This design comes from an exercise in tuning for small area and a short achievable clock period on the open sky130 flow, not from production work. The RTL was checked by simulation tests, not by an equivalence proof against the original design.

== run D ==
==> flow/design.v <==
module PPU (
    input clk,
    input rst,
    input i_en,
    input [31:0] data_in,
    input [11:0] scaling_factor,
    output logic [6:0] data_out,
    output logic valid,
    output logic [31:0] data_in_out
);
wire [11:0] s  = scaling_factor;
wire [11:0] sn = ~scaling_factor;
wire [12:0] oc;
assign oc[0] = 1'b1;
genvar i, k;
generate
    for (i = 0; i < 12; i = i + 1) begin : g_ov
        assign oc[i+1] = (data_in[6+i] & sn[i]) | ((data_in[6+i] | sn[i]) & oc[i]);
    end
endgenerate
wire ovf = (|data_in[30:18]) | oc[12];
wire [11:0] rem [0:6];
wire [5:0]  qq;
assign rem[6] = data_in[17:6];
generate
    for (k = 5; k >= 0; k = k - 1) begin : g_st
        wire [12:0] a = {rem[k+1], data_in[k]};
        wire [12:0] c;
        wire [11:0] g = a[11:0] & sn;
        wire [11:0] p = a[11:0] | sn;
        wire [11:0] x = a[11:0] ^ sn;
        assign c[0] = 1'b1;
        for (i = 0; i < 12; i = i + 1) begin : g_b
            assign c[i+1] = g[i] | (p[i] & c[i]);
        end
        assign qq[k] = a[12] | c[12];
        assign rem[k] = a[11:0] ^ ({12{qq[k]}} & ~(s ^ c[11:0]));
    end
endgenerate
wire [12:0] rc;
wire [12:0] a2 = {rem[0], 1'b0};
assign rc[0] = 1'b1;
generate
    for (i = 0; i < 12; i = i + 1) begin : g_rn
        assign rc[i+1] = (a2[i] & sn[i]) | ((a2[i] | sn[i]) & rc[i]);
    end
endgenerate
wire rnd = a2[12] | rc[12];
wire [6:0] fval = ovf ? 7'd127 : ({1'b0, qq} + {6'd0, rnd});
always @(posedge clk) begin
    if (rst) begin
        valid <= 1'b0;
        data_out <= 7'd0;
        data_in_out <= 32'd0;
    end else begin
        valid <= i_en;
        data_out <= (i_en & ~data_in[31]) ? fval : 7'd0;
        data_in_out <= data_in;
    end
end
endmodule
Settings: LEC_CHECK=0, ABC_AREA=1, CAP_MARGIN=20, CORE_MARGIN=2, CORE_UTILIZATION=40, CTS_BUF_LIST=sky130_fd_sc_hd__clkbuf_8, SLEW_MARGIN=20; clock period 120.0 ns.
standard.sh (not shown) runs the stock make flow with config.mk's settings and CLKGATE_MAP_FILE= SYNTH_SCRIPT=/design/flow/synth_recipe.tcl, a recipe that flattens the netlist after the stock synthesis.
==> flow/flow/run.sh <==
#!/bin/bash
# Standard ORFS layout, with the port buffers made from the smallest buffer cell.
set -o pipefail
bash standard.sh BUFFER_PORTS_ARGS="-buffer_cell sky130_fd_sc_hd__buf_1" SETUP_SLACK_MARGIN=86.5 finish > standard_flow.log 2>&1
Run D: done, clean on timing, DRC and antenna
Input changes introduced in run C (baseline for comparison: run D):
- CTS_BUF_LIST: sky130_fd_sc_hd__clkbuf_8 -> unset
==> flow/flow/run.sh <==
#!/bin/bash
# Standard ORFS layout, with the port buffers made from the smallest buffer cell, and timing
# repair aiming at a setup slack of 90 ns so that it speeds up the critical paths.
set -o pipefail
bash standard.sh BUFFER_PORTS_ARGS="-buffer_cell sky130_fd_sc_hd__buf_1" SETUP_SLACK_MARGIN=90 finish > standard_flow.log 2>&1
### Flow results
- Run C against run D; fmax is up slightly.
- Run C vs. run D: global routing usage summed across all routing layers rose by 2.2 points; design area went up 610 um2.
- Number of clock sinks seen by CTS: run D vs run C identical
- Wire length: run C and run D compared, higher one is run C
- Final critical path time including I/O delays and setup on run C is ahead of run D.
- Looking only at via count of the first global-routing pass, and setting everything else aside, the higher value of run C and run D goes to run C.
- When run C is set beside run D, its non-clock buffer count turns out to be 77 larger.

* * *

// PPU: RTL as listed in full above, without the edits since
clock: 120.0 ns
lec_check: 0
abc_area: 1
cap_margin: 20
core_margin: 2
core_utilization: 40
slew_margin: 20
==> flow/flow/run.sh <==
#!/bin/bash
# Standard ORFS layout, with the port buffers made from the smallest buffer cell.
set -o pipefail
bash standard.sh BUFFER_PORTS_ARGS="-buffer_cell sky130_fd_sc_hd__buf_1" finish > standard_flow.log 2>&1
The starting point finished clean.
Edit:
--- a/flow/config.mk
+++ b/flow/config.mk
@@ -11,2 +11,3 @@
 export CORE_UTILIZATION = 40
+export CTS_BUF_LIST = sky130_fd_sc_hd__clkbuf_8
 export SLEW_MARGIN = 20
What happened: Wire length climbs by 0.31%. Worst setup slack gets better by 21 ps. Area after synthesis is unchanged. Final cell count is unchanged.

* * *

Another version of the RTL of PPU (not shown whole).
Size: about 690 cells after synthesis.
export LEC_CHECK = 0
export ABC_AREA = 1
export CAP_MARGIN = 20
export CORE_MARGIN = 2
export CORE_UTILIZATION = 40
export CTS_BUF_LIST = sky130_fd_sc_hd__clkbuf_8
export SLEW_MARGIN = 20
create_clock -name core_clock -period 120.0 [get_ports {clk}]
==> flow/flow/run.sh <==
#!/bin/bash
# ORFS layout with two changes: synthesis maps the logic with our own ABC script
# (flow/abc_area.script, no gate sizing or buffering inside ABC), and the port buffers are
# made from the smallest buffer cell. Each step's full output goes to its own log file here.
set -o pipefail
mkdir -p synth_scripts
cp -r "$FLOW_HOME/scripts/." synth_scripts/
cp flow/abc_area.script synth_scripts/abc_area.script
bash standard.sh SCRIPTS_DIR="$PWD/synth_scripts" synth > synth_flow.log 2>&1 || exit 1
bash standard.sh BUFFER_PORTS_ARGS="-buffer_cell sky130_fd_sc_hd__buf_1" finish > layout_flow.log 2>&1
==> flow/flow/abc_area.script <==
strash
dc2
dch
map -B 0.9
Next try:
==> flow/flow/abc_area.script (replaced) <==
strash
dch
map -B 0.3
Effect: The new run finished clean. Flip-flop and latch count is unchanged. Wire length went up by 22%. Worst setup slack gets better by 4.2 ns. Global-route usage is about the same. Clock-buffer cell count went up by 1.
Next try:
--- a/flow/flow/run.sh
+++ b/flow/flow/run.sh
@@ -10 +10 @@
-bash standard.sh BUFFER_PORTS_ARGS="-buffer_cell sky130_fd_sc_hd__buf_1" finish > layout_flow.log 2>&1
+bash standard.sh BUFFER_PORTS_ARGS="-buffer_cell sky130_fd_sc_hd__buf_1" SETUP_SLACK_MARGIN=79 finish > layout_flow.log 2>&1
==> flow/flow/abc_area.script (replaced) <==
strash
dc2
dch
map -B 0.9
Cell area went up by a few percent. Via count shrinks slightly. Sequential share of layout area decreases by 0.58 points. Hold slack gains 0.0081 ns. Fmax went down by a few percent. Flip-flop and latch count is unchanged. Non-clock buffer count grows by 29. Critical path depth increases by 61. Clock-buffer cell count went down by 1.
Next try:
--- a/flow/flow/run.sh
+++ b/flow/flow/run.sh
@@ -10 +10 @@
-bash standard.sh BUFFER_PORTS_ARGS="-buffer_cell sky130_fd_sc_hd__buf_1" SETUP_SLACK_MARGIN=79 finish > layout_flow.log 2>&1
+bash standard.sh BUFFER_PORTS_ARGS="-buffer_cell sky130_fd_sc_hd__buf_1" finish > layout_flow.log 2>&1
==> flow/flow/abc_area.script (replaced) <==
strash
dc2
dch
map -B 0.9
topo
buffer -c
Outcome: Non-clock buffer count came out lower by 32; global-route usage falls by 1.7 points; hold slack is better by 0.0036 ns; worst setup slack gets worse by 2.8 ns; via count falls by 5.5%; final cell count came out lower by about 3.3%; final area drops by about 16%; sequential cell count is unchanged.
Next try:
==> flow/flow/abc_area.script (replaced) <==
strash
dch
map -B 0.5
topo
stime -c
buffer -c
upsize -c
dnsize -c
Count of clock-buffer cells in the layout does not change; setup slack is better by 7.8 ns; design area rose by 23%; critical path depth came out lower by 58; die area increases by 19%; cell count goes up by 16%.

## static timing again, ports no longer ideal
In the flow no input, the clock included, has a driving cell. The finished layouts below were timed again as built, in two steps.
Step 1 assumes that a clkbuf_16 drives the clock port and a buf_2 every other input.
Step 2 adds t to the input delays and takes it off the output delays; t is the mean of the earliest and latest rising clock arrival at the registers after step 1. Input paths then give back, and output paths get back, about the clock's delay inside the block.
Slacks: no drivers / after step 1 / after step 2; pairs: no drivers / after step 1.
run	shift t [ns]	setup slack, ns	clock arrival spread, ns	worst register clock-pin slew, ns
run D	0.339	86.416 / 86.374 / 86.035	0.005 / 0.005	0.08 / 0.08
run C	0.325	86.628 / 86.595 / 86.271	0.005 / 0.005	0.07 / 0.07
the first run of note 2	0.322	85.115 / 85.091 / 84.769	0.004 / 0.004	0.06 / 0.06
the second run of note 2	0.334	85.137 / 85.126 / 84.792	0.006 / 0.006	0.08 / 0.08
the first run of note 3	0.312	77.581 / 77.580 / 77.268	0.006 / 0.006	0.08 / 0.08
the second run of note 3	0.331	81.817 / 81.824 / 81.493	0.015 / 0.015	0.09 / 0.09
the third run of note 3	0.312	80.554 / 80.558 / 80.246	0.006 / 0.006	0.08 / 0.08
the fourth run of note 3	0.318	77.776 / 77.776 / 77.458	0.014 / 0.014	0.09 / 0.09
the fifth run of note 3	0.319	85.563 / 85.562 / 85.243	0.012 / 0.012	0.09 / 0.09
After both steps setup and hold are still met in every run listed. The setup slack of run D, which loses most, moves by -0.042 ns with the drivers and by -0.381 ns with both steps.
